From an optimization exercise on the open Yosys and OpenROAD flow, aimed at small area and a short achievable clock period; shortcuts taken in it are not production practice.
The RTL was checked by simulation tests, not by an equivalence proof against the original design.
Power figures rest on the tool's default switching activity, not on a simulated workload.

run R:
## bcr
module bcr # (parameter FIFO_WIDTH = 384, parameter ADDR_W = 15, parameter EDGE_W = 48, parameter Bank_Num_W = 3)
(
	input wire 						clk,
	input wire						rst,
	input wire						input_valid,
	input wire	[FIFO_WIDTH-1:0]	input_data,
	input wire						stall,
	output reg 	[EDGE_W-1:0]		output_data0,
	output reg 	[EDGE_W-1:0]		output_data1,
	output reg 	[EDGE_W-1:0]		output_data2,
	output reg 	[EDGE_W-1:0]		output_data3,
	output reg 	[EDGE_W-1:0]		output_data4,
	output reg 	[EDGE_W-1:0]		output_data5,
	output reg 	[EDGE_W-1:0]		output_data6,
	output reg 	[EDGE_W-1:0]		output_data7,
	output reg						output_valid0,
	output reg						output_valid1,
	output reg						output_valid2,
	output reg						output_valid3,
	output reg						output_valid4,
	output reg						output_valid5,
	output reg						output_valid6,
	output reg						output_valid7,
	output reg						inc
);
==> module bcr, before the edit <==
module bcr # (parameter FIFO_WIDTH = 384, parameter ADDR_W = 15, parameter EDGE_W = 48, parameter Bank_Num_W = 3)
(
	input wire 						clk,
	input wire						rst,
	input wire						input_valid,
	input wire	[FIFO_WIDTH-1:0]	input_data,
	input wire						stall,
	output reg 	[EDGE_W-1:0]		output_data0,
	output reg 	[EDGE_W-1:0]		output_data1,
	output reg 	[EDGE_W-1:0]		output_data2,
	output reg 	[EDGE_W-1:0]		output_data3,
	output reg 	[EDGE_W-1:0]		output_data4,
	output reg 	[EDGE_W-1:0]		output_data5,
	output reg 	[EDGE_W-1:0]		output_data6,
	output reg 	[EDGE_W-1:0]		output_data7,
	output reg						output_valid0,
	output reg						output_valid1,
	output reg						output_valid2,
	output reg						output_valid3,
	output reg						output_valid4,
	output reg						output_valid5,
	output reg						output_valid6,
	output reg						output_valid7,
	output reg						inc
);
localparam W8 = EDGE_W*8;
reg [W8-1:0] data_in_q;
reg          stall_q;
reg          rst_q;
always @(posedge clk) begin
	data_in_q <= input_data;
	stall_q   <= stall;
	rst_q     <= rst;
end
wire [W8-1:0] out_q = {output_data7, output_data6, output_data5, output_data4,
                       output_data3, output_data2, output_data1, output_data0};
wire [W8-1:0] w_held = stall_q ? out_q : data_in_q;
wire [W8-1:0] out_d  = (rst | rst_q) ? {W8{1'b0}} : w_held;
always @(posedge clk) begin
	{output_data7, output_data6, output_data5, output_data4,
	 output_data3, output_data2, output_data1, output_data0} <= out_d;
end
function conf_in;
	input integer i;
	input integer j;
	begin
		conf_in = (input_data[EDGE_W*i +: Bank_Num_W] == input_data[EDGE_W*j +: Bank_Num_W]) ||
		          (input_data[EDGE_W*i+ADDR_W +: Bank_Num_W] == input_data[EDGE_W*j+ADDR_W +: Bank_Num_W]);
	end
endfunction
reg        v_q;
reg [7:0]  o_q;
reg [63:0] c_q;          
integer a, b;
wire [63:0] c_in;
wire [63:0] c_d;
genvar k, j;
generate
	for (k = 0; k < 8; k = k + 1) begin : cin_k
		for (j = 0; j < 8; j = j + 1) begin : cin_j
			if (k < j) begin : p
				assign c_in[8*k+j] = conf_in(k, j);
				bcr_mux2 u_m (.s(stall), .a0(c_in[8*k+j]), .a1(c_q[8*k+j]), .y(c_d[8*k+j]));
				always @(posedge clk) c_q[8*k+j] <= c_d[8*k+j];
			end
		end
	end
endgenerate
wire [7:0] g, ng;
wire [63:0] nc_q = ~c_q;
reg  [7:0] no_q;                   
assign g[0]  = no_q[0];
assign ng[0] = o_q[0];
genvar m;
generate
	for (k = 1; k < 8; k = k + 1) begin : lane
		wire [k-1:0] x, nx;        
		bcr_a21oi u_nx0 (.a(g[0]),  .b(c_q[k]),  .c(o_q[k]),  .y(nx[0]));
		bcr_o21ai u_x0  (.a(ng[0]), .b(nc_q[k]), .c(no_q[k]), .y(x[0]));
		for (m = 1; m < k; m = m + 1) begin : step
			bcr_a21oi u_nx (.a(g[m]),  .b(c_q[8*m+k]),  .c(x[m-1]),  .y(nx[m]));
			bcr_o21ai u_x  (.a(ng[m]), .b(nc_q[8*m+k]), .c(nx[m-1]), .y(x[m]));
		end
		assign g[k]  = nx[k-1];
		assign ng[k] = x[k-1];
	end
endgenerate
wire       inc_wire;
wire       nupd_b;
wire [7:0] nupd_a;
bcr_ctl u_ctl (.c(c_q), .o(o_q), .v(v_q), .rst(rst), .stall(stall),
               .inc(inc_wire), .nupd_b(nupd_b), .nupd_a(nupd_a));
wire [7:0] o_d;
wire       ov_p  = ~rst & ~stall & v_q;
wire [7:0] ov_d;
generate
	for (k = 0; k < 8; k = k + 1) begin : upd
		bcr_o21ai u_o  (.a(ng[k]), .b(nupd_b), .c(nupd_a[k]), .y(o_d[k]));
		bcr_nor2  u_ov (.a(ng[k]), .b(~ov_p), .y(ov_d[k]));
	end
endgenerate
always @(posedge clk) begin
	o_q <= o_d;
	no_q <= ~o_d;
	{output_valid7, output_valid6, output_valid5, output_valid4,
	 output_valid3, output_valid2, output_valid1, output_valid0} <= ov_d;
	if (rst)
		v_q <= 1'b0;
	else if (!stall)
		v_q <= input_valid;
	if (!rst)
		inc <= stall ? 1'b0 : inc_wire;
end
endmodule
export LEC_CHECK = 0
export ABC_CLOCK_PERIOD_IN_PS = 1000
export CAP_MARGIN = 20
export CORE_MARGIN = 2
export CORE_UTILIZATION = 40
export CTS_CLUSTER_DIAMETER = 100
export CTS_CLUSTER_SIZE = 30
export SETUP_SLACK_MARGIN = 1.2
export SLEW_MARGIN = 20
export SYNTH_HIERARCHICAL = 1
create_clock -name core_clock -period 3.0 [get_ports {clk}]
standard.sh (not shown) runs the stock make flow with config.mk's settings and CLKGATE_MAP_FILE= SYNTH_SCRIPT=/design/flow/synth_recipe.tcl, a recipe that flattens the netlist after the stock synthesis.
==> flow/flow/run.sh <==
#!/bin/bash
# Standard layout, except that the port buffers are plain buffers instead of
# the delay cells buffer_ports picks by default.
set -euo pipefail
export BUFFER_PORTS_ARGS="-buffer_cell sky130_fd_sc_hd__buf_1"
bash standard.sh > standard.log 2>&1
Relative to run R, the following input files were edited for run K:
--- a/flow/design.v
+++ b/flow/design.v
@@ -35,6 +35,13 @@
 wire [W8-1:0] out_q = {output_data7, output_data6, output_data5, output_data4,
                        output_data3, output_data2, output_data1, output_data0};
-wire [W8-1:0] w_held = stall_q ? out_q : data_in_q;
-wire [W8-1:0] out_d  = (rst | rst_q) ? {W8{1'b0}} : w_held;
+wire          sel_out = stall_q & ~(rst | rst_q);
+wire          sel_in  = ~stall_q & ~(rst | rst_q);
+wire [W8-1:0] out_d;
+genvar d;
+generate
+	for (d = 0; d < W8; d = d + 1) begin : dp
+		bcr_a22o u_d (.a(sel_out), .b(out_q[d]), .c(sel_in), .d(data_in_q[d]), .y(out_d[d]));
+	end
+endgenerate
 always @(posedge clk) begin
 	{output_data7, output_data6, output_data5, output_data4,
@@ -165,2 +172,5 @@
 	assign y = ~((a | b | c) & d);
 endmodule
+module bcr_a22o (input wire a, input wire b, input wire c, input wire d, output wire y);
+	assign y = (a & b) | (c & d);
+endmodule
- Run K has total instance count after detailed placement below what run R had.
- The final reports for run K and run R show cell-internal power lower in the former.
- Between run K and run R, the total power is higher for run R.
- Pin count of the biggest net entering global routing shrinks by more than 10% when moving from run R to run K.
- Die area sits lower in run K than in run R.
- Sequential share of layout area was higher in the run labelled run K.

## port drivers added, routing unchanged
Ports are ideal in the flow. The routed layouts listed here were re-timed in OpenROAD.
Step 1 (the two cells are an assumption about what drives the block):
set clk [get_ports {clk}]
set_driving_cell -lib_cell sky130_fd_sc_hd__clkbuf_16 $clk
set_driving_cell -lib_cell sky130_fd_sc_hd__buf_2 [delete_from_list [all_inputs] $clk]
Step 2 also shifts input and output timing later by t, the mid clock arrival at the registers, as if the neighbouring blocks saw the same clock.
Three values: ideal ports, drivers, drivers and shift; two values: the first two.
run | t (ns) | slack for setup (ns) | cell pins on the clock port's net
run R | 0.626 | 1.202 / 1.175 / 0.746 | 1
run K | 0.643 | 1.172 / 1.167 / 0.871 | 1
After both steps setup and hold are still met in every run listed. The setup slack of run R, which loses most, moves by -0.027 ns with the drivers and by -0.456 ns with both steps.
